This is an optimization exercise on Yosys and OpenROAD, whose aim is small area, a short achievable clock period and few clock cycles per item, not a production implementation.
Function was checked by simulation only, so behaviour that the tests miss may differ from the original.

==> flow/design.v (outline; a module is shown in full before it is edited, if it fits) <==
// module accel_dot: 391 lines
// module accel_fa: 4 lines
// module accel_ha: 4 lines
// module accel_cpa: 325 lines
// module accel_aoi21: 3 lines
// module accel_oai21: 3 lines
// module accel_nand2: 3 lines
// module accel_nor2: 3 lines
// module accel_pcpi_wrapper: 97 lines
module accel_pcpi_wrapper #(
  parameter int N = 4,
  parameter int W = 32
)(
  input  logic clk,
  input  logic rst_n,
  input  logic start_req,
  input  logic [N*N*W-1:0] memA,
  input  logic [N*N*W-1:0] memB,
  output logic done,
  output logic [N*N*W-1:0] result_flat
);
  // ...
==> flow/run.sh <==
#!/bin/bash
# synth_recipe.tcl (not shown) runs the flow's synth.tcl, then flattens the netlist and writes it again
# the make line also repeats each setting of config.mk as NAME=value (left out here)
make -C /OpenROAD-flow-scripts/flow DESIGN_CONFIG=/design/flow/config.mk WORK_HOME=/design/flow/orfs CLKGATE_MAP_FILE= SYNTH_SCRIPT=/design/flow/synth_recipe.tcl finish
==> flow/config.mk <==
export PLATFORM = sky130hd
export DESIGN_NAME = accel_pcpi_wrapper
export DESIGN_NICKNAME = accel_pcpi_wrapper
export VERILOG_FILES = /design/flow/design.v
export SDC_FILE = /design/flow/constraint.sdc
export NUM_CORES = 8
export LEC_CHECK = 0
export CAP_MARGIN = 20
export CORE_MARGIN = 2
export CORE_UTILIZATION = 40
export SETUP_SLACK_MARGIN = 5
export SLEW_MARGIN = 20
export SYNTH_HIERARCHICAL = 1
==> flow/constraint.sdc <==
create_clock -name core_clock -period 10.0 [get_ports {clk}]
set_input_delay 2.0000 -clock core_clock [delete_from_list [all_inputs] [get_ports {clk}]]
set_output_delay 2.0000 -clock core_clock [all_outputs]
set_load 0.01 [all_outputs]
==> run summary, run 1 <==
* Status: complete, no violations
* Sequential cell area share at approximately a tenth
* GRT overflow at 0
* Initial antenna violation count at approximately 170
* Crit. End Element: flop
* Well-tap cell count at about 8600
* Crit path top cell by count: fa_1
* Final core occ at roughly 45%
* Hold WS at about 570 ps
* Hold Path Class: reg -> reg
* Antenna Nets Post-Route at 0
* Crit path depth at 10
* Buffer count from post-CTS setup fixing at between 70 and 80
* GR Util met3 at 11.9%
* # DRC at 0
* Worst path bufs/invs at 2
* Vias in the first global route at approximately 220k
* Pre-Repair DR Iteration Count at 13
* WL/cell at around 38 microns
* Reg area at between 20000 and 30000 sq um
* Fraction of area in multi-input gates at 75.1%
* Multi-input logic area at between 200000 and 250000 sq um
* Setup ws final at between 4000 and 5000 ps
* Cts hold-fix bufs at 0
* Dominant cell type by area after synthesis: fa_1
* Max incr delay on CP at between 500 and 600 ps
* Dpl cells at 33000
Testbench counts, summed over its fixed seeds: cycles 1,928, items 384.
==> run 2, diff against run 1 <==
==> flow/design.v (replaced) <==
`timescale 1ns/1ps
module accel_dot (
  input  logic [31:0] a,           
  input  logic [10:0] x1, x2, ng,   
  input  logic [9:0] h0, h1,       
  input  logic [31:0] sf,          
  input  logic [30:0] cf,          
  input  logic clr,                
  output logic [31:0] so,          
  output logic [30:0] co           
);
  logic [10:0] ne;    
  assign ne = ng | ~(x1 | x2);
  logic [31:0] pp0;
  accel_pp #(.WD(32)) r0 (.a(a[31:0]), .x1(x1[0]), .x2(x2[0]), .ng(ng[0]), .p(pp0));
  logic [29:0] pp1;
  accel_pp #(.WD(30)) r1 (.a(a[29:0]), .x1(x1[1]), .x2(x2[1]), .ng(ng[1]), .p(pp1));
  logic [27:0] pp2;
  accel_pp #(.WD(28)) r2 (.a(a[27:0]), .x1(x1[2]), .x2(x2[2]), .ng(ng[2]), .p(pp2));
  logic [25:0] pp3;
  accel_pp #(.WD(26)) r3 (.a(a[25:0]), .x1(x1[3]), .x2(x2[3]), .ng(ng[3]), .p(pp3));
  logic [23:0] pp4;
  accel_pp #(.WD(24)) r4 (.a(a[23:0]), .x1(x1[4]), .x2(x2[4]), .ng(ng[4]), .p(pp4));
  logic [21:0] pp5;
  accel_pp #(.WD(22)) r5 (.a(a[21:0]), .x1(x1[5]), .x2(x2[5]), .ng(ng[5]), .p(pp5));
  logic [19:0] pp6;
  accel_pp #(.WD(20)) r6 (.a(a[19:0]), .x1(x1[6]), .x2(x2[6]), .ng(ng[6]), .p(pp6));
  logic [17:0] pp7;
  accel_pp #(.WD(18)) r7 (.a(a[17:0]), .x1(x1[7]), .x2(x2[7]), .ng(ng[7]), .p(pp7));
  logic [15:0] pp8;
  accel_pp #(.WD(16)) r8 (.a(a[15:0]), .x1(x1[8]), .x2(x2[8]), .ng(ng[8]), .p(pp8));
  logic [13:0] pp9;
  accel_pp #(.WD(14)) r9 (.a(a[13:0]), .x1(x1[9]), .x2(x2[9]), .ng(ng[9]), .p(pp9));
  logic [11:0] pp10;
  accel_pp #(.WD(12)) r10 (.a(a[11:0]), .x1(x1[10]), .x2(x2[10]), .ng(ng[10]), .p(pp10));
  logic [281:0] fs, fc;
  logic [31:0] ps;
  logic [30:0] gs;
  accel_ha fu0 (sf[22], cf[21], fs[0], fc[0]);
  accel_fa fu1 (sf[23], cf[22], h0[1], fs[1], fc[1]);
  accel_fa fu2 (sf[24], cf[23], h0[2], fs[2], fc[2]);
  accel_fa fu3 (sf[25], cf[24], h0[3], fs[3], fc[3]);
  accel_fa fu4 (sf[26], cf[25], h0[4], fs[4], fc[4]);
  accel_fa fu5 (sf[27], cf[26], h0[5], fs[5], fc[5]);
  accel_fa fu6 (sf[28], cf[27], h0[6], fs[6], fc[6]);
  accel_fa fu7 (sf[29], cf[28], h0[7], fs[7], fc[7]);
  accel_fa fu8 (sf[30], cf[29], h0[8], fs[8], fc[8]);
  accel_fa fu9 (sf[31], cf[30], h0[9], fs[9], fc[9]);
  accel_ha fu10 (sf[2], cf[1], fs[10], fc[10]);
  accel_ha fu11 (sf[3], cf[2], fs[11], fc[11]);
  accel_fa fu12 (sf[4], cf[3], ne[2], fs[12], fc[12]);
  accel_ha fu13 (sf[5], cf[4], fs[13], fc[13]);
  accel_fa fu14 (sf[6], cf[5], ne[3], fs[14], fc[14]);
  accel_ha fu15 (sf[7], cf[6], fs[15], fc[15]);
  accel_fa fu16 (sf[8], cf[7], ne[4], fs[16], fc[16]);
  accel_ha fu17 (sf[9], cf[8], fs[17], fc[17]);
  accel_fa fu18 (sf[10], cf[9], ne[5], fs[18], fc[18]);
  accel_ha fu19 (sf[11], cf[10], fs[19], fc[19]);
  accel_fa fu20 (sf[12], cf[11], ne[6], fs[20], fc[20]);
  accel_ha fu21 (sf[13], cf[12], fs[21], fc[21]);
  accel_fa fu22 (sf[14], cf[13], ne[7], fs[22], fc[22]);
  accel_ha fu23 (sf[15], cf[14], fs[23], fc[23]);
  accel_fa fu24 (sf[16], cf[15], ne[8], fs[24], fc[24]);
  accel_ha fu25 (sf[17], cf[16], fs[25], fc[25]);
  accel_fa fu26 (sf[18], cf[17], ne[9], fs[26], fc[26]);
  accel_ha fu27 (sf[19], cf[18], fs[27], fc[27]);
  accel_fa fu28 (sf[20], cf[19], ne[10], fs[28], fc[28]);
  accel_ha fu29 (sf[21], cf[20], fs[29], fc[29]);
  accel_fa fu30 (h0[0], h1[0], fs[0], fs[30], fc[30]);
  accel_fa fu31 (h1[1], fc[0], fs[1], fs[31], fc[31]);
  accel_fa fu32 (h1[2], fc[1], fs[2], fs[32], fc[32]);
  accel_fa fu33 (h1[3], fc[2], fs[3], fs[33], fc[33]);
  accel_fa fu34 (h1[4], fc[3], fs[4], fs[34], fc[34]);
  accel_fa fu35 (h1[5], fc[4], fs[5], fs[35], fc[35]);
  accel_fa fu36 (h1[6], fc[5], fs[6], fs[36], fc[36]);
  accel_fa fu37 (h1[7], fc[6], fs[7], fs[37], fc[37]);
  accel_fa fu38 (h1[8], fc[7], fs[8], fs[38], fc[38]);
  accel_fa fu39 (h1[9], fc[8], fs[9], fs[39], fc[39]);
  accel_ha fu40 (fc[21], pp0[14], fs[40], fc[40]);
  accel_fa fu41 (fs[23], pp0[15], pp1[13], fs[41], fc[41]);
  accel_fa fu42 (fc[23], pp0[16], pp1[14], fs[42], fc[42]);
  accel_ha fu43 (pp2[12], pp3[10], fs[43], fc[43]);
  accel_fa fu44 (fs[25], pp0[17], pp1[15], fs[44], fc[44]);
  accel_fa fu45 (pp2[13], pp3[11], pp4[9], fs[45], fc[45]);
  accel_fa fu46 (fc[25], pp0[18], pp1[16], fs[46], fc[46]);
  accel_fa fu47 (pp2[14], pp3[12], pp4[10], fs[47], fc[47]);
  accel_ha fu48 (pp5[8], pp6[6], fs[48], fc[48]);
  accel_fa fu49 (fs[27], pp0[19], pp1[17], fs[49], fc[49]);
  accel_fa fu50 (pp2[15], pp3[13], pp4[11], fs[50], fc[50]);
  accel_fa fu51 (pp5[9], pp6[7], pp7[5], fs[51], fc[51]);
  accel_fa fu52 (fc[27], pp0[20], pp1[18], fs[52], fc[52]);
  accel_fa fu53 (pp2[16], pp3[14], pp4[12], fs[53], fc[53]);
  accel_fa fu54 (pp5[10], pp6[8], pp7[6], fs[54], fc[54]);
  accel_ha fu55 (pp8[4], pp9[2], fs[55], fc[55]);
  accel_fa fu56 (fs[29], pp0[21], pp1[19], fs[56], fc[56]);
  accel_fa fu57 (pp2[17], pp3[15], pp4[13], fs[57], fc[57]);
  accel_fa fu58 (pp5[11], pp6[9], pp7[7], fs[58], fc[58]);
  accel_fa fu59 (pp8[5], pp9[3], pp10[1], fs[59], fc[59]);
  accel_fa fu60 (fc[29], pp0[22], pp1[20], fs[60], fc[60]);
  accel_fa fu61 (pp2[18], pp3[16], pp4[14], fs[61], fc[61]);
  accel_fa fu62 (pp5[12], pp6[10], pp7[8], fs[62], fc[62]);
  accel_fa fu63 (pp8[6], pp9[4], pp10[2], fs[63], fc[63]);
  accel_fa fu64 (pp0[23], pp1[21], pp2[19], fs[64], fc[64]);
  accel_fa fu65 (pp3[17], pp4[15], pp5[13], fs[65], fc[65]);
  accel_fa fu66 (pp6[11], pp7[9], pp8[7], fs[66], fc[66]);
  accel_fa fu67 (pp9[5], pp10[3], fc[30], fs[67], fc[67]);
  accel_fa fu68 (pp0[24], pp1[22], pp2[20], fs[68], fc[68]);
  accel_fa fu69 (pp3[18], pp4[16], pp5[14], fs[69], fc[69]);
  accel_fa fu70 (pp6[12], pp7[10], pp8[8], fs[70], fc[70]);
  accel_fa fu71 (pp9[6], pp10[4], fc[31], fs[71], fc[71]);
  accel_fa fu72 (pp0[25], pp1[23], pp2[21], fs[72], fc[72]);
  accel_fa fu73 (pp3[19], pp4[17], pp5[15], fs[73], fc[73]);
  accel_fa fu74 (pp6[13], pp7[11], pp8[9], fs[74], fc[74]);
  accel_fa fu75 (pp9[7], pp10[5], fc[32], fs[75], fc[75]);
  accel_fa fu76 (pp0[26], pp1[24], pp2[22], fs[76], fc[76]);
  accel_fa fu77 (pp3[20], pp4[18], pp5[16], fs[77], fc[77]);
  accel_fa fu78 (pp6[14], pp7[12], pp8[10], fs[78], fc[78]);
  accel_fa fu79 (pp9[8], pp10[6], fc[33], fs[79], fc[79]);
  accel_fa fu80 (pp0[27], pp1[25], pp2[23], fs[80], fc[80]);
  accel_fa fu81 (pp3[21], pp4[19], pp5[17], fs[81], fc[81]);
  accel_fa fu82 (pp6[15], pp7[13], pp8[11], fs[82], fc[82]);
  accel_fa fu83 (pp9[9], pp10[7], fc[34], fs[83], fc[83]);
  accel_fa fu84 (pp0[28], pp1[26], pp2[24], fs[84], fc[84]);
  accel_fa fu85 (pp3[22], pp4[20], pp5[18], fs[85], fc[85]);
  accel_fa fu86 (pp6[16], pp7[14], pp8[12], fs[86], fc[86]);
  accel_fa fu87 (pp9[10], pp10[8], fc[35], fs[87], fc[87]);
  accel_fa fu88 (pp0[29], pp1[27], pp2[25], fs[88], fc[88]);
  accel_fa fu89 (pp3[23], pp4[21], pp5[19], fs[89], fc[89]);
  accel_fa fu90 (pp6[17], pp7[15], pp8[13], fs[90], fc[90]);
  accel_fa fu91 (pp9[11], pp10[9], fc[36], fs[91], fc[91]);
  accel_fa fu92 (pp0[30], pp1[28], pp2[26], fs[92], fc[92]);
  accel_fa fu93 (pp3[24], pp4[22], pp5[20], fs[93], fc[93]);
  accel_fa fu94 (pp6[18], pp7[16], pp8[14], fs[94], fc[94]);
  accel_fa fu95 (pp9[12], pp10[10], fc[37], fs[95], fc[95]);
  accel_fa fu96 (pp0[31], pp1[29], pp2[27], fs[96], fc[96]);
  accel_fa fu97 (pp3[25], pp4[23], pp5[21], fs[97], fc[97]);
  accel_fa fu98 (pp6[19], pp7[17], pp8[15], fs[98], fc[98]);
  accel_fa fu99 (pp9[13], pp10[11], fc[38], fs[99], fc[99]);
  accel_ha fu100 (fc[15], pp0[8], fs[100], fc[100]);
  accel_fa fu101 (fs[17], pp0[9], pp1[7], fs[101], fc[101]);
  accel_fa fu102 (fc[17], pp0[10], pp1[8], fs[102], fc[102]);
  accel_ha fu103 (pp2[6], pp3[4], fs[103], fc[103]);
  accel_fa fu104 (fs[19], pp0[11], pp1[9], fs[104], fc[104]);
  accel_fa fu105 (pp2[7], pp3[5], pp4[3], fs[105], fc[105]);
  accel_fa fu106 (fc[19], pp0[12], pp1[10], fs[106], fc[106]);
  accel_fa fu107 (pp2[8], pp3[6], pp4[4], fs[107], fc[107]);
  accel_ha fu108 (pp5[2], pp6[0], fs[108], fc[108]);
  accel_fa fu109 (fs[21], pp0[13], pp1[11], fs[109], fc[109]);
  accel_fa fu110 (pp2[9], pp3[7], pp4[5], fs[110], fc[110]);
  accel_fa fu111 (pp5[3], pp6[1], fc[20], fs[111], fc[111]);
  accel_fa fu112 (pp1[12], pp2[10], pp3[8], fs[112], fc[112]);
  accel_fa fu113 (pp4[6], pp5[4], pp6[2], fs[113], fc[113]);
  accel_fa fu114 (pp7[0], fs[22], fs[40], fs[114], fc[114]);
  accel_fa fu115 (pp2[11], pp3[9], pp4[7], fs[115], fc[115]);
  accel_fa fu116 (pp5[5], pp6[3], pp7[1], fs[116], fc[116]);
  accel_fa fu117 (fc[22], fc[40], fs[41], fs[117], fc[117]);
  accel_fa fu118 (pp4[8], pp5[6], pp6[4], fs[118], fc[118]);
  accel_fa fu119 (pp7[2], pp8[0], fs[24], fs[119], fc[119]);
  accel_fa fu120 (fs[43], fc[41], fs[42], fs[120], fc[120]);
  accel_fa fu121 (pp5[7], pp6[5], pp7[3], fs[121], fc[121]);
  accel_fa fu122 (pp8[1], fc[24], fc[43], fs[122], fc[122]);
  accel_fa fu123 (fc[42], fs[44], fs[45], fs[123], fc[123]);
  accel_fa fu124 (pp7[4], pp8[2], pp9[0], fs[124], fc[124]);
  accel_fa fu125 (fs[26], fs[48], fc[44], fs[125], fc[125]);
  accel_fa fu126 (fc[45], fs[46], fs[47], fs[126], fc[126]);
  accel_fa fu127 (pp8[3], pp9[1], fc[26], fs[127], fc[127]);
  accel_fa fu128 (fc[48], fc[46], fc[47], fs[128], fc[128]);
  accel_fa fu129 (fs[49], fs[50], fs[51], fs[129], fc[129]);
  accel_fa fu130 (pp10[0], fs[28], fs[55], fs[130], fc[130]);
  accel_fa fu131 (fc[49], fc[50], fc[51], fs[131], fc[131]);
  accel_fa fu132 (fs[52], fs[53], fs[54], fs[132], fc[132]);
  accel_fa fu133 (fc[28], fc[55], fc[52], fs[133], fc[133]);
  accel_fa fu134 (fc[53], fc[54], fs[56], fs[134], fc[134]);
  accel_fa fu135 (fs[57], fs[58], fs[59], fs[135], fc[135]);
  accel_fa fu136 (fc[56], fc[57], fc[58], fs[136], fc[136]);
  accel_fa fu137 (fc[59], fs[30], fs[60], fs[137], fc[137]);
  accel_fa fu138 (fs[61], fs[62], fs[63], fs[138], fc[138]);
  accel_fa fu139 (fc[60], fc[61], fc[62], fs[139], fc[139]);
  accel_fa fu140 (fc[63], fs[64], fs[65], fs[140], fc[140]);
  accel_fa fu141 (fs[66], fs[31], fs[67], fs[141], fc[141]);
  accel_fa fu142 (fc[64], fc[65], fc[66], fs[142], fc[142]);
  accel_fa fu143 (fs[68], fs[69], fs[70], fs[143], fc[143]);
  accel_fa fu144 (fs[32], fc[67], fs[71], fs[144], fc[144]);
  accel_fa fu145 (fc[68], fc[69], fc[70], fs[145], fc[145]);
  accel_fa fu146 (fs[72], fs[73], fs[74], fs[146], fc[146]);
  accel_fa fu147 (fs[33], fc[71], fs[75], fs[147], fc[147]);
  accel_fa fu148 (fc[72], fc[73], fc[74], fs[148], fc[148]);
  accel_fa fu149 (fs[76], fs[77], fs[78], fs[149], fc[149]);
  accel_fa fu150 (fs[34], fc[75], fs[79], fs[150], fc[150]);
  accel_fa fu151 (fc[76], fc[77], fc[78], fs[151], fc[151]);
  accel_fa fu152 (fs[80], fs[81], fs[82], fs[152], fc[152]);
  accel_fa fu153 (fs[35], fc[79], fs[83], fs[153], fc[153]);
  accel_fa fu154 (fc[80], fc[81], fc[82], fs[154], fc[154]);
  accel_fa fu155 (fs[84], fs[85], fs[86], fs[155], fc[155]);
  accel_fa fu156 (fs[36], fc[83], fs[87], fs[156], fc[156]);
  accel_fa fu157 (fc[84], fc[85], fc[86], fs[157], fc[157]);
  accel_fa fu158 (fs[88], fs[89], fs[90], fs[158], fc[158]);
  accel_fa fu159 (fs[37], fc[87], fs[91], fs[159], fc[159]);
  accel_fa fu160 (fc[88], fc[89], fc[90], fs[160], fc[160]);
  accel_fa fu161 (fs[92], fs[93], fs[94], fs[161], fc[161]);
  accel_fa fu162 (fs[38], fc[91], fs[95], fs[162], fc[162]);
  accel_fa fu163 (fc[92], fc[93], fc[94], fs[163], fc[163]);
  accel_fa fu164 (fs[96], fs[97], fs[98], fs[164], fc[164]);
  accel_fa fu165 (fs[39], fc[95], fs[99], fs[165], fc[165]);
  accel_ha fu166 (fc[11], pp0[4], fs[166], fc[166]);
  accel_fa fu167 (fs[13], pp0[5], pp1[3], fs[167], fc[167]);
  accel_fa fu168 (fc[13], pp0[6], pp1[4], fs[168], fc[168]);
  accel_ha fu169 (pp2[2], pp3[0], fs[169], fc[169]);
  accel_fa fu170 (fs[15], pp0[7], pp1[5], fs[170], fc[170]);
  accel_fa fu171 (pp2[3], pp3[1], fc[14], fs[171], fc[171]);
  accel_fa fu172 (pp1[6], pp2[4], pp3[2], fs[172], fc[172]);
  accel_fa fu173 (pp4[0], fs[16], fs[100], fs[173], fc[173]);
  accel_fa fu174 (pp2[5], pp3[3], pp4[1], fs[174], fc[174]);
  accel_fa fu175 (fc[16], fc[100], fs[101], fs[175], fc[175]);
  accel_fa fu176 (pp4[2], pp5[0], fs[18], fs[176], fc[176]);
  accel_fa fu177 (fs[103], fc[101], fs[102], fs[177], fc[177]);
  accel_fa fu178 (pp5[1], fc[18], fc[103], fs[178], fc[178]);
  accel_fa fu179 (fc[102], fs[104], fs[105], fs[179], fc[179]);
  accel_fa fu180 (fs[20], fs[108], fc[104], fs[180], fc[180]);
  accel_fa fu181 (fc[105], fs[106], fs[107], fs[181], fc[181]);
  accel_fa fu182 (fc[108], fc[106], fc[107], fs[182], fc[182]);
  accel_fa fu183 (fs[109], fs[110], fs[111], fs[183], fc[183]);
  accel_fa fu184 (fc[109], fc[110], fs[112], fs[184], fc[184]);
  accel_fa fu185 (fs[113], fc[111], fs[114], fs[185], fc[185]);
  accel_fa fu186 (fc[112], fc[113], fs[115], fs[186], fc[186]);
  accel_fa fu187 (fs[116], fc[114], fs[117], fs[187], fc[187]);
  accel_fa fu188 (fc[115], fc[116], fs[118], fs[188], fc[188]);
  accel_fa fu189 (fs[119], fc[117], fs[120], fs[189], fc[189]);
  accel_fa fu190 (fc[118], fs[121], fc[119], fs[190], fc[190]);
  accel_fa fu191 (fs[122], fc[120], fs[123], fs[191], fc[191]);
  accel_fa fu192 (fc[121], fs[124], fc[122], fs[192], fc[192]);
  accel_fa fu193 (fc[123], fs[125], fs[126], fs[193], fc[193]);
  accel_fa fu194 (fc[124], fs[127], fc[125], fs[194], fc[194]);
  accel_fa fu195 (fc[126], fs[128], fs[129], fs[195], fc[195]);
  accel_fa fu196 (fc[127], fs[130], fc[128], fs[196], fc[196]);
  accel_fa fu197 (fc[129], fs[131], fs[132], fs[197], fc[197]);
  accel_fa fu198 (fc[130], fc[131], fc[132], fs[198], fc[198]);
  accel_fa fu199 (fs[133], fs[134], fs[135], fs[199], fc[199]);
  accel_fa fu200 (fc[133], fc[134], fc[135], fs[200], fc[200]);
  accel_fa fu201 (fs[136], fs[137], fs[138], fs[201], fc[201]);
  accel_fa fu202 (fc[136], fc[137], fc[138], fs[202], fc[202]);
  accel_fa fu203 (fs[139], fs[140], fs[141], fs[203], fc[203]);
  accel_fa fu204 (fc[139], fc[140], fs[142], fs[204], fc[204]);
  accel_fa fu205 (fs[143], fc[141], fs[144], fs[205], fc[205]);
  accel_fa fu206 (fc[142], fc[143], fs[145], fs[206], fc[206]);
  accel_fa fu207 (fs[146], fc[144], fs[147], fs[207], fc[207]);
  accel_fa fu208 (fc[145], fc[146], fs[148], fs[208], fc[208]);
  accel_fa fu209 (fs[149], fc[147], fs[150], fs[209], fc[209]);
  accel_fa fu210 (fc[148], fc[149], fs[151], fs[210], fc[210]);
  accel_fa fu211 (fs[152], fc[150], fs[153], fs[211], fc[211]);
  accel_fa fu212 (fc[151], fc[152], fs[154], fs[212], fc[212]);
  accel_fa fu213 (fs[155], fc[153], fs[156], fs[213], fc[213]);
  accel_fa fu214 (fc[154], fc[155], fs[157], fs[214], fc[214]);
  accel_fa fu215 (fs[158], fc[156], fs[159], fs[215], fc[215]);
  accel_fa fu216 (fc[157], fc[158], fs[160], fs[216], fc[216]);
  accel_fa fu217 (fs[161], fc[159], fs[162], fs[217], fc[217]);
  accel_fa fu218 (fc[160], fc[161], fs[163], fs[218], fc[218]);
  accel_fa fu219 (fs[164], fc[162], fs[165], fs[219], fc[219]);
  accel_ha fu220 (ne[1], fs[10], fs[220], fc[220]);
  accel_fa fu221 (fc[10], fs[11], pp0[3], fs[221], fc[221]);
  accel_fa fu222 (pp1[2], pp2[0], fs[12], fs[222], fc[222]);
  accel_fa fu223 (pp2[1], fc[12], fc[166], fs[223], fc[223]);
  accel_fa fu224 (fs[14], fs[169], fc[167], fs[224], fc[224]);
  accel_fa fu225 (fc[169], fc[168], fs[170], fs[225], fc[225]);
  accel_fa fu226 (fc[170], fs[172], fc[171], fs[226], fc[226]);
  accel_fa fu227 (fc[172], fs[174], fc[173], fs[227], fc[227]);
  accel_fa fu228 (fc[174], fs[176], fc[175], fs[228], fc[228]);
  accel_fa fu229 (fc[176], fs[178], fc[177], fs[229], fc[229]);
  accel_fa fu230 (fc[178], fc[179], fs[180], fs[230], fc[230]);
  accel_fa fu231 (fc[180], fc[181], fs[182], fs[231], fc[231]);
  accel_fa fu232 (fc[182], fs[184], fc[183], fs[232], fc[232]);
  accel_fa fu233 (fc[184], fs[186], fc[185], fs[233], fc[233]);
  accel_fa fu234 (fc[186], fs[188], fc[187], fs[234], fc[234]);
  accel_fa fu235 (fc[188], fs[190], fc[189], fs[235], fc[235]);
  accel_fa fu236 (fc[190], fs[192], fc[191], fs[236], fc[236]);
  accel_fa fu237 (fc[192], fs[194], fc[193], fs[237], fc[237]);
  accel_fa fu238 (fc[194], fs[196], fc[195], fs[238], fc[238]);
  accel_fa fu239 (fc[196], fc[197], fs[198], fs[239], fc[239]);
  accel_fa fu240 (fc[198], fc[199], fs[200], fs[240], fc[240]);
  accel_fa fu241 (fc[200], fc[201], fs[202], fs[241], fc[241]);
  accel_fa fu242 (fc[202], fs[204], fc[203], fs[242], fc[242]);
  accel_fa fu243 (fc[204], fs[206], fc[205], fs[243], fc[243]);
  accel_fa fu244 (fc[206], fs[208], fc[207], fs[244], fc[244]);
  accel_fa fu245 (fc[208], fs[210], fc[209], fs[245], fc[245]);
  accel_fa fu246 (fc[210], fs[212], fc[211], fs[246], fc[246]);
  accel_fa fu247 (fc[212], fs[214], fc[213], fs[247], fc[247]);
  accel_fa fu248 (fc[214], fs[216], fc[215], fs[248], fc[248]);
  accel_fa fu249 (fc[216], fs[218], fc[217], fs[249], fc[249]);
  accel_ha fu250 (sf[0], ne[0], fs[250], fc[250]);
  accel_fa fu251 (sf[1], cf[0], pp0[1], fs[251], fc[251]);
  accel_fa fu252 (pp0[2], pp1[0], fs[220], fs[252], fc[252]);
  accel_fa fu253 (pp1[1], fc[220], fs[221], fs[253], fc[253]);
  accel_fa fu254 (fs[166], fc[221], fs[222], fs[254], fc[254]);
  accel_fa fu255 (fs[167], fc[222], fs[223], fs[255], fc[255]);
  accel_fa fu256 (fs[168], fc[223], fs[224], fs[256], fc[256]);
  accel_fa fu257 (fs[171], fc[224], fs[225], fs[257], fc[257]);
  accel_fa fu258 (fs[173], fc[225], fs[226], fs[258], fc[258]);
  accel_fa fu259 (fs[175], fc[226], fs[227], fs[259], fc[259]);
  accel_fa fu260 (fs[177], fc[227], fs[228], fs[260], fc[260]);
  accel_fa fu261 (fs[179], fc[228], fs[229], fs[261], fc[261]);
  accel_fa fu262 (fs[181], fc[229], fs[230], fs[262], fc[262]);
  accel_fa fu263 (fs[183], fc[230], fs[231], fs[263], fc[263]);
  accel_fa fu264 (fs[185], fc[231], fs[232], fs[264], fc[264]);
  accel_fa fu265 (fs[187], fc[232], fs[233], fs[265], fc[265]);
  accel_fa fu266 (fs[189], fc[233], fs[234], fs[266], fc[266]);
  accel_fa fu267 (fs[191], fc[234], fs[235], fs[267], fc[267]);
  accel_fa fu268 (fs[193], fc[235], fs[236], fs[268], fc[268]);
  accel_fa fu269 (fs[195], fc[236], fs[237], fs[269], fc[269]);
  accel_fa fu270 (fs[197], fc[237], fs[238], fs[270], fc[270]);
  accel_fa fu271 (fs[199], fc[238], fs[239], fs[271], fc[271]);
  accel_fa fu272 (fs[201], fc[239], fs[240], fs[272], fc[272]);
  accel_fa fu273 (fc[240], fs[203], fs[241], fs[273], fc[273]);
  accel_fa fu274 (fc[241], fs[205], fs[242], fs[274], fc[274]);
  accel_fa fu275 (fs[207], fc[242], fs[243], fs[275], fc[275]);
  accel_fa fu276 (fs[209], fc[243], fs[244], fs[276], fc[276]);
  accel_fa fu277 (fs[211], fc[244], fs[245], fs[277], fc[277]);
  accel_fa fu278 (fs[213], fc[245], fs[246], fs[278], fc[278]);
  accel_fa fu279 (fs[215], fc[246], fs[247], fs[279], fc[279]);
  accel_fa fu280 (fs[217], fc[247], fs[248], fs[280], fc[280]);
  accel_fa fu281 (fs[219], fc[248], fs[249], fs[281], fc[281]);
  accel_hp ep0 (fs[250], pp0[0], clr, ps[0]);
  accel_hg eg0 (fs[250], pp0[0], clr, gs[0]);
  accel_hp ep1 (fc[250], fs[251], clr, ps[1]);
  accel_hg eg1 (fc[250], fs[251], clr, gs[1]);
  accel_hp ep2 (fc[251], fs[252], clr, ps[2]);
  accel_hg eg2 (fc[251], fs[252], clr, gs[2]);
  accel_hp ep3 (fc[252], fs[253], clr, ps[3]);
  accel_hg eg3 (fc[252], fs[253], clr, gs[3]);
  accel_hp ep4 (fc[253], fs[254], clr, ps[4]);
  accel_hg eg4 (fc[253], fs[254], clr, gs[4]);
  accel_hp ep5 (fc[254], fs[255], clr, ps[5]);
  accel_hg eg5 (fc[254], fs[255], clr, gs[5]);
  accel_hp ep6 (fc[255], fs[256], clr, ps[6]);
  accel_hg eg6 (fc[255], fs[256], clr, gs[6]);
  accel_hp ep7 (fc[256], fs[257], clr, ps[7]);
  accel_hg eg7 (fc[256], fs[257], clr, gs[7]);
  accel_hp ep8 (fc[257], fs[258], clr, ps[8]);
  accel_hg eg8 (fc[257], fs[258], clr, gs[8]);
  accel_hp ep9 (fc[258], fs[259], clr, ps[9]);
  accel_hg eg9 (fc[258], fs[259], clr, gs[9]);
  accel_hp ep10 (fc[259], fs[260], clr, ps[10]);
  accel_hg eg10 (fc[259], fs[260], clr, gs[10]);
  accel_hp ep11 (fc[260], fs[261], clr, ps[11]);
  accel_hg eg11 (fc[260], fs[261], clr, gs[11]);
  accel_hp ep12 (fc[261], fs[262], clr, ps[12]);
  accel_hg eg12 (fc[261], fs[262], clr, gs[12]);
  accel_hp ep13 (fc[262], fs[263], clr, ps[13]);
  accel_hg eg13 (fc[262], fs[263], clr, gs[13]);
  accel_hp ep14 (fc[263], fs[264], clr, ps[14]);
  accel_hg eg14 (fc[263], fs[264], clr, gs[14]);
  accel_hp ep15 (fc[264], fs[265], clr, ps[15]);
  accel_hg eg15 (fc[264], fs[265], clr, gs[15]);
  accel_hp ep16 (fc[265], fs[266], clr, ps[16]);
  accel_hg eg16 (fc[265], fs[266], clr, gs[16]);
  accel_hp ep17 (fc[266], fs[267], clr, ps[17]);
  accel_hg eg17 (fc[266], fs[267], clr, gs[17]);
  accel_hp ep18 (fc[267], fs[268], clr, ps[18]);
  accel_hg eg18 (fc[267], fs[268], clr, gs[18]);
  accel_hp ep19 (fc[268], fs[269], clr, ps[19]);
  accel_hg eg19 (fc[268], fs[269], clr, gs[19]);
  accel_hp ep20 (fc[269], fs[270], clr, ps[20]);
  accel_hg eg20 (fc[269], fs[270], clr, gs[20]);
  accel_hp ep21 (fc[270], fs[271], clr, ps[21]);
  accel_hg eg21 (fc[270], fs[271], clr, gs[21]);
  accel_hp ep22 (fc[271], fs[272], clr, ps[22]);
  accel_hg eg22 (fc[271], fs[272], clr, gs[22]);
  accel_hp ep23 (fc[272], fs[273], clr, ps[23]);
  accel_hg eg23 (fc[272], fs[273], clr, gs[23]);
  accel_hp ep24 (fc[273], fs[274], clr, ps[24]);
  accel_hg eg24 (fc[273], fs[274], clr, gs[24]);
  accel_hp ep25 (fc[274], fs[275], clr, ps[25]);
  accel_hg eg25 (fc[274], fs[275], clr, gs[25]);
  accel_hp ep26 (fc[275], fs[276], clr, ps[26]);
  accel_hg eg26 (fc[275], fs[276], clr, gs[26]);
  accel_hp ep27 (fc[276], fs[277], clr, ps[27]);
  accel_hg eg27 (fc[276], fs[277], clr, gs[27]);
  accel_hp ep28 (fc[277], fs[278], clr, ps[28]);
  accel_hg eg28 (fc[277], fs[278], clr, gs[28]);
  accel_hp ep29 (fc[278], fs[279], clr, ps[29]);
  accel_hg eg29 (fc[278], fs[279], clr, gs[29]);
  accel_hp ep30 (fc[279], fs[280], clr, ps[30]);
  accel_hg eg30 (fc[279], fs[280], clr, gs[30]);
  accel_hp ep31 (fc[280], fs[281], clr, ps[31]);
  assign so = {ps[31], ps[30], ps[29], ps[28], ps[27], ps[26], ps[25], ps[24], ps[23], ps[22], ps[21], ps[20], ps[19], ps[18], ps[17], ps[16], ps[15], ps[14], ps[13], ps[12], ps[11], ps[10], ps[9], ps[8], ps[7], ps[6], ps[5], ps[4], ps[3], ps[2], ps[1], ps[0]};
  assign co = {gs[30], gs[29], gs[28], gs[27], gs[26], gs[25], gs[24], gs[23], gs[22], gs[21], gs[20], gs[19], gs[18], gs[17], gs[16], gs[15], gs[14], gs[13], gs[12], gs[11], gs[10], gs[9], gs[8], gs[7], gs[6], gs[5], gs[4], gs[3], gs[2], gs[1], gs[0]};
endmodule
module accel_hi (
  input  logic [9:0] a,            
  input  logic [15:11] x1, x2, ng,    
  output logic [9:0] h0, h1
);
  logic [15:11] ne;
  assign ne = ng | ~(x1 | x2);
  logic [9:0] pp11;
  accel_pp #(.WD(10)) r11 (.a(a[9:0]), .x1(x1[11]), .x2(x2[11]), .ng(ng[11]), .p(pp11));
  logic [7:0] pp12;
  accel_pp #(.WD(8)) r12 (.a(a[7:0]), .x1(x1[12]), .x2(x2[12]), .ng(ng[12]), .p(pp12));
  logic [5:0] pp13;
  accel_pp #(.WD(6)) r13 (.a(a[5:0]), .x1(x1[13]), .x2(x2[13]), .ng(ng[13]), .p(pp13));
  logic [3:0] pp14;
  accel_pp #(.WD(4)) r14 (.a(a[3:0]), .x1(x1[14]), .x2(x2[14]), .ng(ng[14]), .p(pp14));
  logic [1:0] pp15;
  accel_pp #(.WD(2)) r15 (.a(a[1:0]), .x1(x1[15]), .x2(x2[15]), .ng(ng[15]), .p(pp15));
  logic [19:0] hs, hc;
  accel_ha hu0 (ne[14], pp11[6], hs[0], hc[0]);
  accel_ha hu1 (pp11[7], pp12[5], hs[1], hc[1]);
  accel_fa hu2 (ne[15], pp11[8], pp12[6], hs[2], hc[2]);
  accel_ha hu3 (pp13[4], pp14[2], hs[3], hc[3]);
  accel_fa hu4 (pp11[9], pp12[7], pp13[5], hs[4], hc[4]);
  assign hs[5] = pp14[3] ^ pp15[1];
  accel_ha hu6 (ne[13], pp11[4], hs[6], hc[6]);
  accel_ha hu7 (pp11[5], pp12[3], hs[7], hc[7]);
  accel_fa hu8 (pp12[4], pp13[2], pp14[0], hs[8], hc[8]);
  accel_fa hu9 (pp13[3], pp14[1], hc[0], hs[9], hc[9]);
  accel_fa hu10 (pp15[0], hc[1], hs[3], hs[10], hc[10]);
  accel_fa hu11 (hc[3], hs[5], hc[2], hs[11], hc[11]);
  accel_ha hu12 (ne[12], pp11[2], hs[12], hc[12]);
  accel_ha hu13 (pp11[3], pp12[1], hs[13], hc[13]);
  accel_fa hu14 (pp12[2], pp13[0], hs[6], hs[14], hc[14]);
  accel_fa hu15 (pp13[1], hc[6], hs[7], hs[15], hc[15]);
  accel_fa hu16 (hc[7], hs[0], hs[8], hs[16], hc[16]);
  accel_fa hu17 (hs[1], hc[8], hs[9], hs[17], hc[17]);
  accel_fa hu18 (hs[2], hc[9], hs[10], hs[18], hc[18]);
  accel_fa hu19 (hs[4], hc[10], hs[11], hs[19], hc[19]);
  assign h0 = {hc[18], hc[17], hc[16], hc[15], hc[14], hc[13], hc[12], hs[12], pp11[1], ne[11]};
  assign h1 = {hs[19], hs[18], hs[17], hs[16], hs[15], hs[14], hs[13], pp12[0], 1'b0, pp11[0]};
endmodule
module accel_pp #(parameter int WD = 32) (
  input  logic [WD-1:0] a,
  input  logic x1, x2, ng,
  output logic [WD-1:0] p
);
  logic [WD:0] t;    
  assign t = ~({a, 1'b0} ^ {(WD+1){ng}});
  assign p = ~(({WD{x1}} & t[WD:1]) | ({WD{x2}} & t[WD-1:0]));
endmodule
module accel_enc (
  input  logic [31:0] b,
  output logic [15:0] x1,    
  output logic [15:0] x2,    
  output logic [15:0] ng     
);
  logic [32:0] bb;
  assign bb = {b, 1'b0};
  genvar d;
  generate
    for (d = 0; d < 16; d++) begin : dig
      accel_ex1 e1 (.b1(bb[2*d+1]), .b0(bb[2*d]), .y(x1[d]));
      accel_ex2 e2 (.b2(bb[2*d+2]), .b1(bb[2*d+1]), .b0(bb[2*d]), .y(x2[d]));
      assign ng[d] = bb[2*d+2];
    end
  endgenerate
endmodule
module accel_ex1 (input logic b1, b0, output logic y);
  assign y = b1 ^ b0;
endmodule
module accel_ex2 (input logic b2, b1, b0, output logic y);
  assign y = b2 ? ~(b1 | b0) : (b1 & b0);
endmodule
module accel_fa (input logic a, b, c, output logic s, co);
  assign s  = a ^ b ^ c;
  assign co = (a & b) | (c & (a ^ b));
endmodule
module accel_ha (input logic a, b, output logic s, co);
  assign s  = a ^ b;
  assign co = a & b;
endmodule
module accel_hp (input logic a, b, clr, output logic y);
  assign y = (a ^ b) & ~clr;
endmodule
module accel_hg (input logic a, b, clr, output logic y);
  assign y = a & b & ~clr;
endmodule
module accel_cpa (
  input  logic [31:0] p,
  input  logic [30:0] g,
  output logic [31:0] y
);
  logic [30:0] g0, p0;
  assign g0 = g;
  assign p0 = p[30:0];
  logic [30:0] g1, p1;
  assign g1[0] = ~g0[0];
  assign p1[0] = 1'b0;
  accel_aoi21 ug1_1 (p0[1], g0[0], g0[1], g1[1]);
  assign p1[1] = 1'b0;
  accel_aoi21 ug1_2 (p0[2], g0[1], g0[2], g1[2]);
  accel_nand2 up1_2 (p0[2], p0[1], p1[2]);
  accel_aoi21 ug1_3 (p0[3], g0[2], g0[3], g1[3]);
  accel_nand2 up1_3 (p0[3], p0[2], p1[3]);
  accel_aoi21 ug1_4 (p0[4], g0[3], g0[4], g1[4]);
  accel_nand2 up1_4 (p0[4], p0[3], p1[4]);
  accel_aoi21 ug1_5 (p0[5], g0[4], g0[5], g1[5]);
  accel_nand2 up1_5 (p0[5], p0[4], p1[5]);
  accel_aoi21 ug1_6 (p0[6], g0[5], g0[6], g1[6]);
  accel_nand2 up1_6 (p0[6], p0[5], p1[6]);
  accel_aoi21 ug1_7 (p0[7], g0[6], g0[7], g1[7]);
  accel_nand2 up1_7 (p0[7], p0[6], p1[7]);
  accel_aoi21 ug1_8 (p0[8], g0[7], g0[8], g1[8]);
  accel_nand2 up1_8 (p0[8], p0[7], p1[8]);
  accel_aoi21 ug1_9 (p0[9], g0[8], g0[9], g1[9]);
  accel_nand2 up1_9 (p0[9], p0[8], p1[9]);
  accel_aoi21 ug1_10 (p0[10], g0[9], g0[10], g1[10]);
  accel_nand2 up1_10 (p0[10], p0[9], p1[10]);
  accel_aoi21 ug1_11 (p0[11], g0[10], g0[11], g1[11]);
  accel_nand2 up1_11 (p0[11], p0[10], p1[11]);
  accel_aoi21 ug1_12 (p0[12], g0[11], g0[12], g1[12]);
  accel_nand2 up1_12 (p0[12], p0[11], p1[12]);
  accel_aoi21 ug1_13 (p0[13], g0[12], g0[13], g1[13]);
  accel_nand2 up1_13 (p0[13], p0[12], p1[13]);
  accel_aoi21 ug1_14 (p0[14], g0[13], g0[14], g1[14]);
  accel_nand2 up1_14 (p0[14], p0[13], p1[14]);
  accel_aoi21 ug1_15 (p0[15], g0[14], g0[15], g1[15]);
  accel_nand2 up1_15 (p0[15], p0[14], p1[15]);
  accel_aoi21 ug1_16 (p0[16], g0[15], g0[16], g1[16]);
  accel_nand2 up1_16 (p0[16], p0[15], p1[16]);
  accel_aoi21 ug1_17 (p0[17], g0[16], g0[17], g1[17]);
  accel_nand2 up1_17 (p0[17], p0[16], p1[17]);
  accel_aoi21 ug1_18 (p0[18], g0[17], g0[18], g1[18]);
  accel_nand2 up1_18 (p0[18], p0[17], p1[18]);
  accel_aoi21 ug1_19 (p0[19], g0[18], g0[19], g1[19]);
  accel_nand2 up1_19 (p0[19], p0[18], p1[19]);
  accel_aoi21 ug1_20 (p0[20], g0[19], g0[20], g1[20]);
  accel_nand2 up1_20 (p0[20], p0[19], p1[20]);
  accel_aoi21 ug1_21 (p0[21], g0[20], g0[21], g1[21]);
  accel_nand2 up1_21 (p0[21], p0[20], p1[21]);
  accel_aoi21 ug1_22 (p0[22], g0[21], g0[22], g1[22]);
  accel_nand2 up1_22 (p0[22], p0[21], p1[22]);
  accel_aoi21 ug1_23 (p0[23], g0[22], g0[23], g1[23]);
  accel_nand2 up1_23 (p0[23], p0[22], p1[23]);
  accel_aoi21 ug1_24 (p0[24], g0[23], g0[24], g1[24]);
  accel_nand2 up1_24 (p0[24], p0[23], p1[24]);
  accel_aoi21 ug1_25 (p0[25], g0[24], g0[25], g1[25]);
  accel_nand2 up1_25 (p0[25], p0[24], p1[25]);
  accel_aoi21 ug1_26 (p0[26], g0[25], g0[26], g1[26]);
  accel_nand2 up1_26 (p0[26], p0[25], p1[26]);
  accel_aoi21 ug1_27 (p0[27], g0[26], g0[27], g1[27]);
  accel_nand2 up1_27 (p0[27], p0[26], p1[27]);
  accel_aoi21 ug1_28 (p0[28], g0[27], g0[28], g1[28]);
  accel_nand2 up1_28 (p0[28], p0[27], p1[28]);
  accel_aoi21 ug1_29 (p0[29], g0[28], g0[29], g1[29]);
  accel_nand2 up1_29 (p0[29], p0[28], p1[29]);
  accel_aoi21 ug1_30 (p0[30], g0[29], g0[30], g1[30]);
  accel_nand2 up1_30 (p0[30], p0[29], p1[30]);
  logic [30:0] g2, p2;
  assign g2[0] = ~g1[0];
  assign p2[0] = 1'b0;
  assign g2[1] = ~g1[1];
  assign p2[1] = 1'b0;
  accel_oai21 ug2_2 (p1[2], g1[0], g1[2], g2[2]);
  assign p2[2] = 1'b0;
  accel_oai21 ug2_3 (p1[3], g1[1], g1[3], g2[3]);
  assign p2[3] = 1'b0;
  accel_oai21 ug2_4 (p1[4], g1[2], g1[4], g2[4]);
  accel_nor2 up2_4 (p1[4], p1[2], p2[4]);
  accel_oai21 ug2_5 (p1[5], g1[3], g1[5], g2[5]);
  accel_nor2 up2_5 (p1[5], p1[3], p2[5]);
  accel_oai21 ug2_6 (p1[6], g1[4], g1[6], g2[6]);
  accel_nor2 up2_6 (p1[6], p1[4], p2[6]);
  accel_oai21 ug2_7 (p1[7], g1[5], g1[7], g2[7]);
  accel_nor2 up2_7 (p1[7], p1[5], p2[7]);
  accel_oai21 ug2_8 (p1[8], g1[6], g1[8], g2[8]);
  accel_nor2 up2_8 (p1[8], p1[6], p2[8]);
  accel_oai21 ug2_9 (p1[9], g1[7], g1[9], g2[9]);
  accel_nor2 up2_9 (p1[9], p1[7], p2[9]);
  accel_oai21 ug2_10 (p1[10], g1[8], g1[10], g2[10]);
  accel_nor2 up2_10 (p1[10], p1[8], p2[10]);
  accel_oai21 ug2_11 (p1[11], g1[9], g1[11], g2[11]);
  accel_nor2 up2_11 (p1[11], p1[9], p2[11]);
  accel_oai21 ug2_12 (p1[12], g1[10], g1[12], g2[12]);
  accel_nor2 up2_12 (p1[12], p1[10], p2[12]);
  accel_oai21 ug2_13 (p1[13], g1[11], g1[13], g2[13]);
  accel_nor2 up2_13 (p1[13], p1[11], p2[13]);
  accel_oai21 ug2_14 (p1[14], g1[12], g1[14], g2[14]);
  accel_nor2 up2_14 (p1[14], p1[12], p2[14]);
  accel_oai21 ug2_15 (p1[15], g1[13], g1[15], g2[15]);
  accel_nor2 up2_15 (p1[15], p1[13], p2[15]);
  accel_oai21 ug2_16 (p1[16], g1[14], g1[16], g2[16]);
  accel_nor2 up2_16 (p1[16], p1[14], p2[16]);
  accel_oai21 ug2_17 (p1[17], g1[15], g1[17], g2[17]);
  accel_nor2 up2_17 (p1[17], p1[15], p2[17]);
  accel_oai21 ug2_18 (p1[18], g1[16], g1[18], g2[18]);
  accel_nor2 up2_18 (p1[18], p1[16], p2[18]);
  accel_oai21 ug2_19 (p1[19], g1[17], g1[19], g2[19]);
  accel_nor2 up2_19 (p1[19], p1[17], p2[19]);
  accel_oai21 ug2_20 (p1[20], g1[18], g1[20], g2[20]);
  accel_nor2 up2_20 (p1[20], p1[18], p2[20]);
  accel_oai21 ug2_21 (p1[21], g1[19], g1[21], g2[21]);
  accel_nor2 up2_21 (p1[21], p1[19], p2[21]);
  accel_oai21 ug2_22 (p1[22], g1[20], g1[22], g2[22]);
  accel_nor2 up2_22 (p1[22], p1[20], p2[22]);
  accel_oai21 ug2_23 (p1[23], g1[21], g1[23], g2[23]);
  accel_nor2 up2_23 (p1[23], p1[21], p2[23]);
  accel_oai21 ug2_24 (p1[24], g1[22], g1[24], g2[24]);
  accel_nor2 up2_24 (p1[24], p1[22], p2[24]);
  accel_oai21 ug2_25 (p1[25], g1[23], g1[25], g2[25]);
  accel_nor2 up2_25 (p1[25], p1[23], p2[25]);
  accel_oai21 ug2_26 (p1[26], g1[24], g1[26], g2[26]);
  accel_nor2 up2_26 (p1[26], p1[24], p2[26]);
  accel_oai21 ug2_27 (p1[27], g1[25], g1[27], g2[27]);
  accel_nor2 up2_27 (p1[27], p1[25], p2[27]);
  accel_oai21 ug2_28 (p1[28], g1[26], g1[28], g2[28]);
  accel_nor2 up2_28 (p1[28], p1[26], p2[28]);
  accel_oai21 ug2_29 (p1[29], g1[27], g1[29], g2[29]);
  accel_nor2 up2_29 (p1[29], p1[27], p2[29]);
  accel_oai21 ug2_30 (p1[30], g1[28], g1[30], g2[30]);
  accel_nor2 up2_30 (p1[30], p1[28], p2[30]);
  logic [30:0] g3, p3;
  assign g3[0] = ~g2[0];
  assign p3[0] = 1'b0;
  assign g3[1] = ~g2[1];
  assign p3[1] = 1'b0;
  assign g3[2] = ~g2[2];
  assign p3[2] = 1'b0;
  assign g3[3] = ~g2[3];
  assign p3[3] = 1'b0;
  accel_aoi21 ug3_4 (p2[4], g2[0], g2[4], g3[4]);
  assign p3[4] = 1'b0;
  accel_aoi21 ug3_5 (p2[5], g2[1], g2[5], g3[5]);
  assign p3[5] = 1'b0;
  accel_aoi21 ug3_6 (p2[6], g2[2], g2[6], g3[6]);
  assign p3[6] = 1'b0;
  accel_aoi21 ug3_7 (p2[7], g2[3], g2[7], g3[7]);
  assign p3[7] = 1'b0;
  accel_aoi21 ug3_8 (p2[8], g2[4], g2[8], g3[8]);
  accel_nand2 up3_8 (p2[8], p2[4], p3[8]);
  accel_aoi21 ug3_9 (p2[9], g2[5], g2[9], g3[9]);
  accel_nand2 up3_9 (p2[9], p2[5], p3[9]);
  accel_aoi21 ug3_10 (p2[10], g2[6], g2[10], g3[10]);
  accel_nand2 up3_10 (p2[10], p2[6], p3[10]);
  accel_aoi21 ug3_11 (p2[11], g2[7], g2[11], g3[11]);
  accel_nand2 up3_11 (p2[11], p2[7], p3[11]);
  accel_aoi21 ug3_12 (p2[12], g2[8], g2[12], g3[12]);
  accel_nand2 up3_12 (p2[12], p2[8], p3[12]);
  accel_aoi21 ug3_13 (p2[13], g2[9], g2[13], g3[13]);
  accel_nand2 up3_13 (p2[13], p2[9], p3[13]);
  accel_aoi21 ug3_14 (p2[14], g2[10], g2[14], g3[14]);
  accel_nand2 up3_14 (p2[14], p2[10], p3[14]);
  accel_aoi21 ug3_15 (p2[15], g2[11], g2[15], g3[15]);
  accel_nand2 up3_15 (p2[15], p2[11], p3[15]);
  accel_aoi21 ug3_16 (p2[16], g2[12], g2[16], g3[16]);
  accel_nand2 up3_16 (p2[16], p2[12], p3[16]);
  accel_aoi21 ug3_17 (p2[17], g2[13], g2[17], g3[17]);
  accel_nand2 up3_17 (p2[17], p2[13], p3[17]);
  accel_aoi21 ug3_18 (p2[18], g2[14], g2[18], g3[18]);
  accel_nand2 up3_18 (p2[18], p2[14], p3[18]);
  accel_aoi21 ug3_19 (p2[19], g2[15], g2[19], g3[19]);
  accel_nand2 up3_19 (p2[19], p2[15], p3[19]);
  accel_aoi21 ug3_20 (p2[20], g2[16], g2[20], g3[20]);
  accel_nand2 up3_20 (p2[20], p2[16], p3[20]);
  accel_aoi21 ug3_21 (p2[21], g2[17], g2[21], g3[21]);
  accel_nand2 up3_21 (p2[21], p2[17], p3[21]);
  accel_aoi21 ug3_22 (p2[22], g2[18], g2[22], g3[22]);
  accel_nand2 up3_22 (p2[22], p2[18], p3[22]);
  accel_aoi21 ug3_23 (p2[23], g2[19], g2[23], g3[23]);
  accel_nand2 up3_23 (p2[23], p2[19], p3[23]);
  accel_aoi21 ug3_24 (p2[24], g2[20], g2[24], g3[24]);
  accel_nand2 up3_24 (p2[24], p2[20], p3[24]);
  accel_aoi21 ug3_25 (p2[25], g2[21], g2[25], g3[25]);
  accel_nand2 up3_25 (p2[25], p2[21], p3[25]);
  accel_aoi21 ug3_26 (p2[26], g2[22], g2[26], g3[26]);
  accel_nand2 up3_26 (p2[26], p2[22], p3[26]);
  accel_aoi21 ug3_27 (p2[27], g2[23], g2[27], g3[27]);
  accel_nand2 up3_27 (p2[27], p2[23], p3[27]);
  accel_aoi21 ug3_28 (p2[28], g2[24], g2[28], g3[28]);
  accel_nand2 up3_28 (p2[28], p2[24], p3[28]);
  accel_aoi21 ug3_29 (p2[29], g2[25], g2[29], g3[29]);
  accel_nand2 up3_29 (p2[29], p2[25], p3[29]);
  accel_aoi21 ug3_30 (p2[30], g2[26], g2[30], g3[30]);
  accel_nand2 up3_30 (p2[30], p2[26], p3[30]);
  logic [30:0] g4, p4;
  assign g4[0] = ~g3[0];
  assign p4[0] = 1'b0;
  assign g4[1] = ~g3[1];
  assign p4[1] = 1'b0;
  assign g4[2] = ~g3[2];
  assign p4[2] = 1'b0;
  assign g4[3] = ~g3[3];
  assign p4[3] = 1'b0;
  assign g4[4] = ~g3[4];
  assign p4[4] = 1'b0;
  assign g4[5] = ~g3[5];
  assign p4[5] = 1'b0;
  assign g4[6] = ~g3[6];
  assign p4[6] = 1'b0;
  assign g4[7] = ~g3[7];
  assign p4[7] = 1'b0;
  accel_oai21 ug4_8 (p3[8], g3[0], g3[8], g4[8]);
  assign p4[8] = 1'b0;
  accel_oai21 ug4_9 (p3[9], g3[1], g3[9], g4[9]);
  assign p4[9] = 1'b0;
  accel_oai21 ug4_10 (p3[10], g3[2], g3[10], g4[10]);
  assign p4[10] = 1'b0;
  accel_oai21 ug4_11 (p3[11], g3[3], g3[11], g4[11]);
  assign p4[11] = 1'b0;
  accel_oai21 ug4_12 (p3[12], g3[4], g3[12], g4[12]);
  assign p4[12] = 1'b0;
  accel_oai21 ug4_13 (p3[13], g3[5], g3[13], g4[13]);
  assign p4[13] = 1'b0;
  accel_oai21 ug4_14 (p3[14], g3[6], g3[14], g4[14]);
  assign p4[14] = 1'b0;
  accel_oai21 ug4_15 (p3[15], g3[7], g3[15], g4[15]);
  assign p4[15] = 1'b0;
  accel_oai21 ug4_16 (p3[16], g3[8], g3[16], g4[16]);
  accel_nor2 up4_16 (p3[16], p3[8], p4[16]);
  accel_oai21 ug4_17 (p3[17], g3[9], g3[17], g4[17]);
  accel_nor2 up4_17 (p3[17], p3[9], p4[17]);
  accel_oai21 ug4_18 (p3[18], g3[10], g3[18], g4[18]);
  accel_nor2 up4_18 (p3[18], p3[10], p4[18]);
  accel_oai21 ug4_19 (p3[19], g3[11], g3[19], g4[19]);
  accel_nor2 up4_19 (p3[19], p3[11], p4[19]);
  accel_oai21 ug4_20 (p3[20], g3[12], g3[20], g4[20]);
  accel_nor2 up4_20 (p3[20], p3[12], p4[20]);
  accel_oai21 ug4_21 (p3[21], g3[13], g3[21], g4[21]);
  accel_nor2 up4_21 (p3[21], p3[13], p4[21]);
  accel_oai21 ug4_22 (p3[22], g3[14], g3[22], g4[22]);
  accel_nor2 up4_22 (p3[22], p3[14], p4[22]);
  accel_oai21 ug4_23 (p3[23], g3[15], g3[23], g4[23]);
  accel_nor2 up4_23 (p3[23], p3[15], p4[23]);
  accel_oai21 ug4_24 (p3[24], g3[16], g3[24], g4[24]);
  accel_nor2 up4_24 (p3[24], p3[16], p4[24]);
  accel_oai21 ug4_25 (p3[25], g3[17], g3[25], g4[25]);
  accel_nor2 up4_25 (p3[25], p3[17], p4[25]);
  accel_oai21 ug4_26 (p3[26], g3[18], g3[26], g4[26]);
  accel_nor2 up4_26 (p3[26], p3[18], p4[26]);
  accel_oai21 ug4_27 (p3[27], g3[19], g3[27], g4[27]);
  accel_nor2 up4_27 (p3[27], p3[19], p4[27]);
  accel_oai21 ug4_28 (p3[28], g3[20], g3[28], g4[28]);
  accel_nor2 up4_28 (p3[28], p3[20], p4[28]);
  accel_oai21 ug4_29 (p3[29], g3[21], g3[29], g4[29]);
  accel_nor2 up4_29 (p3[29], p3[21], p4[29]);
  accel_oai21 ug4_30 (p3[30], g3[22], g3[30], g4[30]);
  accel_nor2 up4_30 (p3[30], p3[22], p4[30]);
  logic [30:0] g5, p5;
  assign g5[0] = ~g4[0];
  assign p5[0] = 1'b0;
  assign g5[1] = ~g4[1];
  assign p5[1] = 1'b0;
  assign g5[2] = ~g4[2];
  assign p5[2] = 1'b0;
  assign g5[3] = ~g4[3];
  assign p5[3] = 1'b0;
  assign g5[4] = ~g4[4];
  assign p5[4] = 1'b0;
  assign g5[5] = ~g4[5];
  assign p5[5] = 1'b0;
  assign g5[6] = ~g4[6];
  assign p5[6] = 1'b0;
  assign g5[7] = ~g4[7];
  assign p5[7] = 1'b0;
  assign g5[8] = ~g4[8];
  assign p5[8] = 1'b0;
  assign g5[9] = ~g4[9];
  assign p5[9] = 1'b0;
  assign g5[10] = ~g4[10];
  assign p5[10] = 1'b0;
  assign g5[11] = ~g4[11];
  assign p5[11] = 1'b0;
  assign g5[12] = ~g4[12];
  assign p5[12] = 1'b0;
  assign g5[13] = ~g4[13];
  assign p5[13] = 1'b0;
  assign g5[14] = ~g4[14];
  assign p5[14] = 1'b0;
  assign g5[15] = ~g4[15];
  assign p5[15] = 1'b0;
  accel_aoi21 ug5_16 (p4[16], g4[0], g4[16], g5[16]);
  assign p5[16] = 1'b0;
  accel_aoi21 ug5_17 (p4[17], g4[1], g4[17], g5[17]);
  assign p5[17] = 1'b0;
  accel_aoi21 ug5_18 (p4[18], g4[2], g4[18], g5[18]);
  assign p5[18] = 1'b0;
  accel_aoi21 ug5_19 (p4[19], g4[3], g4[19], g5[19]);
  assign p5[19] = 1'b0;
  accel_aoi21 ug5_20 (p4[20], g4[4], g4[20], g5[20]);
  assign p5[20] = 1'b0;
  accel_aoi21 ug5_21 (p4[21], g4[5], g4[21], g5[21]);
  assign p5[21] = 1'b0;
  accel_aoi21 ug5_22 (p4[22], g4[6], g4[22], g5[22]);
  assign p5[22] = 1'b0;
  accel_aoi21 ug5_23 (p4[23], g4[7], g4[23], g5[23]);
  assign p5[23] = 1'b0;
  accel_aoi21 ug5_24 (p4[24], g4[8], g4[24], g5[24]);
  assign p5[24] = 1'b0;
  accel_aoi21 ug5_25 (p4[25], g4[9], g4[25], g5[25]);
  assign p5[25] = 1'b0;
  accel_aoi21 ug5_26 (p4[26], g4[10], g4[26], g5[26]);
  assign p5[26] = 1'b0;
  accel_aoi21 ug5_27 (p4[27], g4[11], g4[27], g5[27]);
  assign p5[27] = 1'b0;
  accel_aoi21 ug5_28 (p4[28], g4[12], g4[28], g5[28]);
  assign p5[28] = 1'b0;
  accel_aoi21 ug5_29 (p4[29], g4[13], g4[29], g5[29]);
  assign p5[29] = 1'b0;
  accel_aoi21 ug5_30 (p4[30], g4[14], g4[30], g5[30]);
  assign p5[30] = 1'b0;
  assign y = p ^ {~g5, 1'b0};
endmodule
module accel_aoi21 (input logic a1, a2, b, output logic y);
  assign y = ~((a1 & a2) | b);
endmodule
module accel_oai21 (input logic a1, a2, b, output logic y);
  assign y = ~((a1 | a2) & b);
endmodule
module accel_nand2 (input logic a, b, output logic y);
  assign y = ~(a & b);
endmodule
module accel_nor2 (input logic a, b, output logic y);
  assign y = ~(a | b);
endmodule
`timescale 1ns/1ps
module accel_pcpi_wrapper #(
  parameter int N = 4,
  parameter int W = 32
)(
  input  logic clk,
  input  logic rst_n,
  input  logic start_req,
  input  logic [N*N*W-1:0] memA,
  input  logic [N*N*W-1:0] memB,
  output logic done,
  output logic [N*N*W-1:0] result_flat
);
  localparam int K  = 4;           
  localparam int LD = 11;          
  logic [2:0] cnt, cnt_d;
  logic [K-1:0] sel_q, bsel;
  logic       idle, clr;
  assign idle = (cnt == '0);
  assign clr  = idle & start_req;    
  assign bsel = {sel_q[K-1:1], sel_q[0] & start_req};
  always_comb begin
    if (idle)
      cnt_d = start_req ? 3'(1) : '0;
    else if (cnt == 3'(K))
      cnt_d = '0;
    else
      cnt_d = cnt + 3'(1);
  end
  always_ff @(posedge clk or negedge rst_n) begin
    if (!rst_n) begin
      cnt   <= '0;
      sel_q <= K'(1);
      done  <= 1'b0;
    end else begin
      cnt  <= cnt_d;
      done <= (cnt == 3'(K));
      for (int p = 0; p < K; p++)
        sel_q[p] <= (cnt_d == 3'(p));
    end
  end
  genvar gi, gj;
  generate
    for (gi = 0; gi < N; gi++) begin : ar
      logic [W-1:0] av, a_q;
      always_comb begin
        av = '0;
        for (int p = 0; p < K; p++)
          av = av | ({W{sel_q[p]}} & memA[(gi*N+p)*W +: W]);
      end
      always_ff @(posedge clk) a_q <= av;
    end
    for (gj = 0; gj < N; gj++) begin : br
      logic [W-1:0] bv;
      always_comb begin
        bv = '0;
        for (int p = 0; p < K; p++)
          bv = bv | ({W{bsel[p]}} & memB[(p*N+gj)*W +: W]);
      end
      logic [15:0] x1, x2, ng;
      accel_enc enc (.b(bv), .x1(x1), .x2(x2), .ng(ng));
      logic [LD-1:0] x1_q, x2_q, ng_q;
      always_ff @(posedge clk) begin
        x1_q <= x1[LD-1:0];
        x2_q <= x2[LD-1:0];
        ng_q <= ng[LD-1:0];
      end
    end
    for (gi = 0; gi < N; gi++) begin : row
      for (gj = 0; gj < N; gj++) begin : col
        logic [W-2*LD-1:0] h0, h1, h0_q, h1_q;
        accel_hi hi (
          .a(ar[gi].av[W-2*LD-1:0]),
          .x1(br[gj].x1[15:LD]), .x2(br[gj].x2[15:LD]), .ng(br[gj].ng[15:LD]),
          .h0(h0), .h1(h1));
        always_ff @(posedge clk) begin
          h0_q <= h0;
          h1_q <= h1;
        end
        logic [W-1:0] s_q, s_d;
        logic [W-2:0] c_q, c_d;
        accel_dot dot (
          .a(ar[gi].a_q),
          .x1(br[gj].x1_q), .x2(br[gj].x2_q), .ng(br[gj].ng_q),
          .h0(h0_q), .h1(h1_q),
          .sf(s_q), .cf(c_q), .clr(clr),
          .so(s_d), .co(c_d));
        always_ff @(posedge clk) begin
          s_q <= s_d;
          c_q <= c_d;
        end
        accel_cpa cpa (.p(s_q), .g(c_q), .y(result_flat[(gi*N+gj)*W +: W]));
      end
    end
  endgenerate
endmodule
==> flow/flow/run.sh (new file) <==
#!/bin/bash
set -euo pipefail
bash standard.sh synth > synth.log 2>&1
bash standard.sh "BUFFER_PORTS_ARGS=-buffer_cell sky130_fd_sc_hd__buf_2" finish > layout.log 2>&1
mkdir -p step_logs
cp orfs/logs/*/*/*/*.log step_logs/ 2>/dev/null || true
==> flow/standard.sh (new file) <==
#!/bin/bash
# synth_recipe.tcl (not shown) runs the flow's synth.tcl, then flattens the netlist and writes it again
# the make line also repeats each setting of config.mk as NAME=value (left out here)
make -C /OpenROAD-flow-scripts/flow DESIGN_CONFIG=/design/flow/config.mk WORK_HOME=/design/flow/orfs CLKGATE_MAP_FILE= SYNTH_SCRIPT=/design/flow/synth_recipe.tcl "${@:-finish}"
==> flow/config.mk (replaced) <==
export PLATFORM = sky130hd
export DESIGN_NAME = accel_pcpi_wrapper
export DESIGN_NICKNAME = accel_pcpi_wrapper
export VERILOG_FILES = /design/flow/design.v
export SDC_FILE = /design/flow/constraint.sdc
export NUM_CORES = 8
export LEC_CHECK = 0
export CAP_MARGIN = 20
export CORE_MARGIN = 2
export CORE_UTILIZATION = 55
export SETUP_SLACK_MARGIN = 5
export SLEW_MARGIN = 20
export SYNTH_HIERARCHICAL = 1
removed: flow/run.sh
==> run summary, run 2 <==
* # DRC at 0 (unchanged)
* RePlAce Congestion at 1.03
* CTS sink cnt at ~1600
* Post-synth EDFFs at 0
* Max_cap viols at 0
* Nets at 30400
* Cts hold-fix bufs at 0 (unchanged)
* Fmax at just under 200 MHz
* Status: complete, no violations
* GR Util met3 at 20.9% (+9.0 points)
* Met2 GRT Util at ~66%
* Pre-Repair DR Iteration Count at 14 (+1)
* Post-synthesis cell area at 256000 sq um
* Setup TNS at 0 ps
* Vias in the first global route at 217000 (-1.6%)
* Crit. End Element: output pin
* GR peak layer: met2
* Primary FF master, synth: dfxtp_1
* Routed wire length at 1160000 microns
* Die area at 472000 sq um
* Ys Warns at 7
* DR vias/cell at 6.89
* Htree depth at 4
* Ports at about 1500
* Register bit total from synthesis at 1596
* Antenna Nets Post-Route at 0 (unchanged)
* Starting Density at between 50% and 60%
* GRT overflow at 0 (unchanged)
* Die width at between 600 and 700 microns
* Worst clock skew at 66.5 ps
* Most common cell in the netlist: xnor2_1
* Critical path type: reg -> out
* Worst-path fanout max at 6
* Clock latency at the later pin of the worst-skew pair at slightly above 1000 ps
* WP data arrival at just over 3000 ps
* Hold WS at 589 ps (+24.3 ps)
* WL/cell at 37.2 microns (-1.0%)
* CTS Buf Count at 215
* CTS max path bufs at 4
* Core area at about 460000 sq um
* Initial antenna violation count at 134 (-23%)
* Post-Syn Instances at 24200
* All-layer global routing usage at 47.4%
* Fin. max-slew vios at 0
* Hold Path Class: reg -> reg
* Biggest regs: row.col.s_q: 512 flops, row.col.c_q: 496 flops
* Dominant cell type by area after synthesis: fa_1
run 2: cell types whose count changed in the layout (fill, tap and decap cells not counted), moves of 241 or more:
cell / before / now
nor2_1: 576 / 1157
buf_2: 18 / 1538
nand2_1: 921 / 1229
xnor2_1: 4592 / 5102
and3b_1: 0 / 496
nor2b_1: 1289 / 112
diode_2: 459 / 111
dfxtp_1: 558 / 1106
ha_1: 993 / 483
clkdlybuf4s50_1: 1272 / 0
a22oi_1: 4096 / 4352
inv_1: 371 / 130
run 2: cells by family after synthesis:
logic type                 share of synthesized area [%]
AOI/OAI and AO/OA                                   20.4
xor gates and xnor gates                            18.6
adders and majority gates                           36.2
buffers and inverters                               6.08
DFF                                                 12.5
other                                             0.0293
and+or+nand+nor                                     6.24
run 2: per-layer routing:
layer,wire (microns),vias up
li1,-,85500
met1,423000,109000
met2,464000,15800
met3,169000,3364
met4,98300,92
met5,1220,-
run 2: modules after synthesis, one instance, submodules excluded, excerpt:
module              copies in the design  cells inside
accel_cpa                             16            40
accel_nor2                           672             1
accel_aoi21                         1152             1
accel_ha                             480             1
accel_dot                             16            11
accel_hp                             512             2
accel_nand2                          832             1
accel_enc                              4            17
accel_pcpi_wrapper                     1          2494
accel_oai21                          832             1
run 2: final cells by class:
cell class                 count  area [sq um]  area share (%)
inverter                     130           488           0.179
tap                         6174          7720            2.83
clock inverter               109          1370           0.503
sequential                  1596         33100            12.1
timing repair buffer        2017         12600            4.60
antenna                      111           278           0.102
multi-input combinational  20600        212000            77.4
clock buffer                 288          6180            2.26
run 2: worst paths after layout:
| path | startpoint | to | slack [ps] |
|---|---|---|---|
| max in group asynchronous | rst_n | sel_q[0] | 8870 |
| min | cnt[2] | done | 590 |
| min reg2reg | cnt[2] | done | 590 |
| max | row[2].col[2].c_q[0] | result_flat[336] | 4930 |
| max reg2reg | ar[1].a_q[4] | row[1].col[2].s_q[23] | 4950 |
| min in group asynchronous | rst_n | cnt[0] | 880 |
run 2: worst max-delay path, cell delays in order, from the launching register on:
cell	delay, ps
dfxtp_2	460
a21oi_4	130
o21ai_2	300
a21oi_2	160
o21ai_1	250
xor2_2	530
buf_2	240
run 2: what timing repair did:
| action | 4_1_cts | 5_1_grt |
|---|---|---|
| cloned | 10 | 8 |
| buffers inserted | 29 | 41 |
| resized for setup | 424 | 276 |
| endpoints found under the setup margin | 591 | 467 |
| pin swaps | 32 | 25 |
run 2: per-stage QoR:
step                      setup WS, ps  instance area, sq um  instances  util (%)
after floorplan                   3240                256000      24200         -
after global placement            3190                261000      30500      56.3
after detailed placement          3110                261000      30500      56.3
after CTS                         4910                271000      30900      58.5
after global routing              4870                273000      31000      58.9
final                             4930                273000      31100      58.9
Testbench counts of run 2, summed over its fixed seeds: cycles 1,928, items 384.

[re-timing with driven ports]
In the flow no input, the clock included, has a driving cell. The finished layouts below were timed again as built, in two steps.
Step 1: set_driving_cell puts a clkbuf_16 on clk and a buf_2 on each other input, an assumption about the parent block.
Step 2 adds t to the input delays and takes it off the output delays; t is the mean of the earliest and latest rising clock arrival at the registers after step 1. Input paths then give back, and output paths get back, about the clock's delay inside the block.
a / b / c = ideal / step 1 / step 2; a / b = the first two.
run	t, ns	setup slack, ns	clock arrival spread, ns	slew at the worst register clock pin (ns)	worst slew at a driven data input, ns
run 1	1.135	4.882 / 4.784 / 4.817	0.091 / 0.090	0.07 / 0.07	0.80
run 2	1.125	4.931 / 4.788 / 3.912	0.070 / 0.070	0.08 / 0.08	0.67
After both steps setup and hold are still met in every run listed. The setup slack of run 2, which loses most, moves by -0.143 ns with the drivers and by -1.019 ns with both steps.
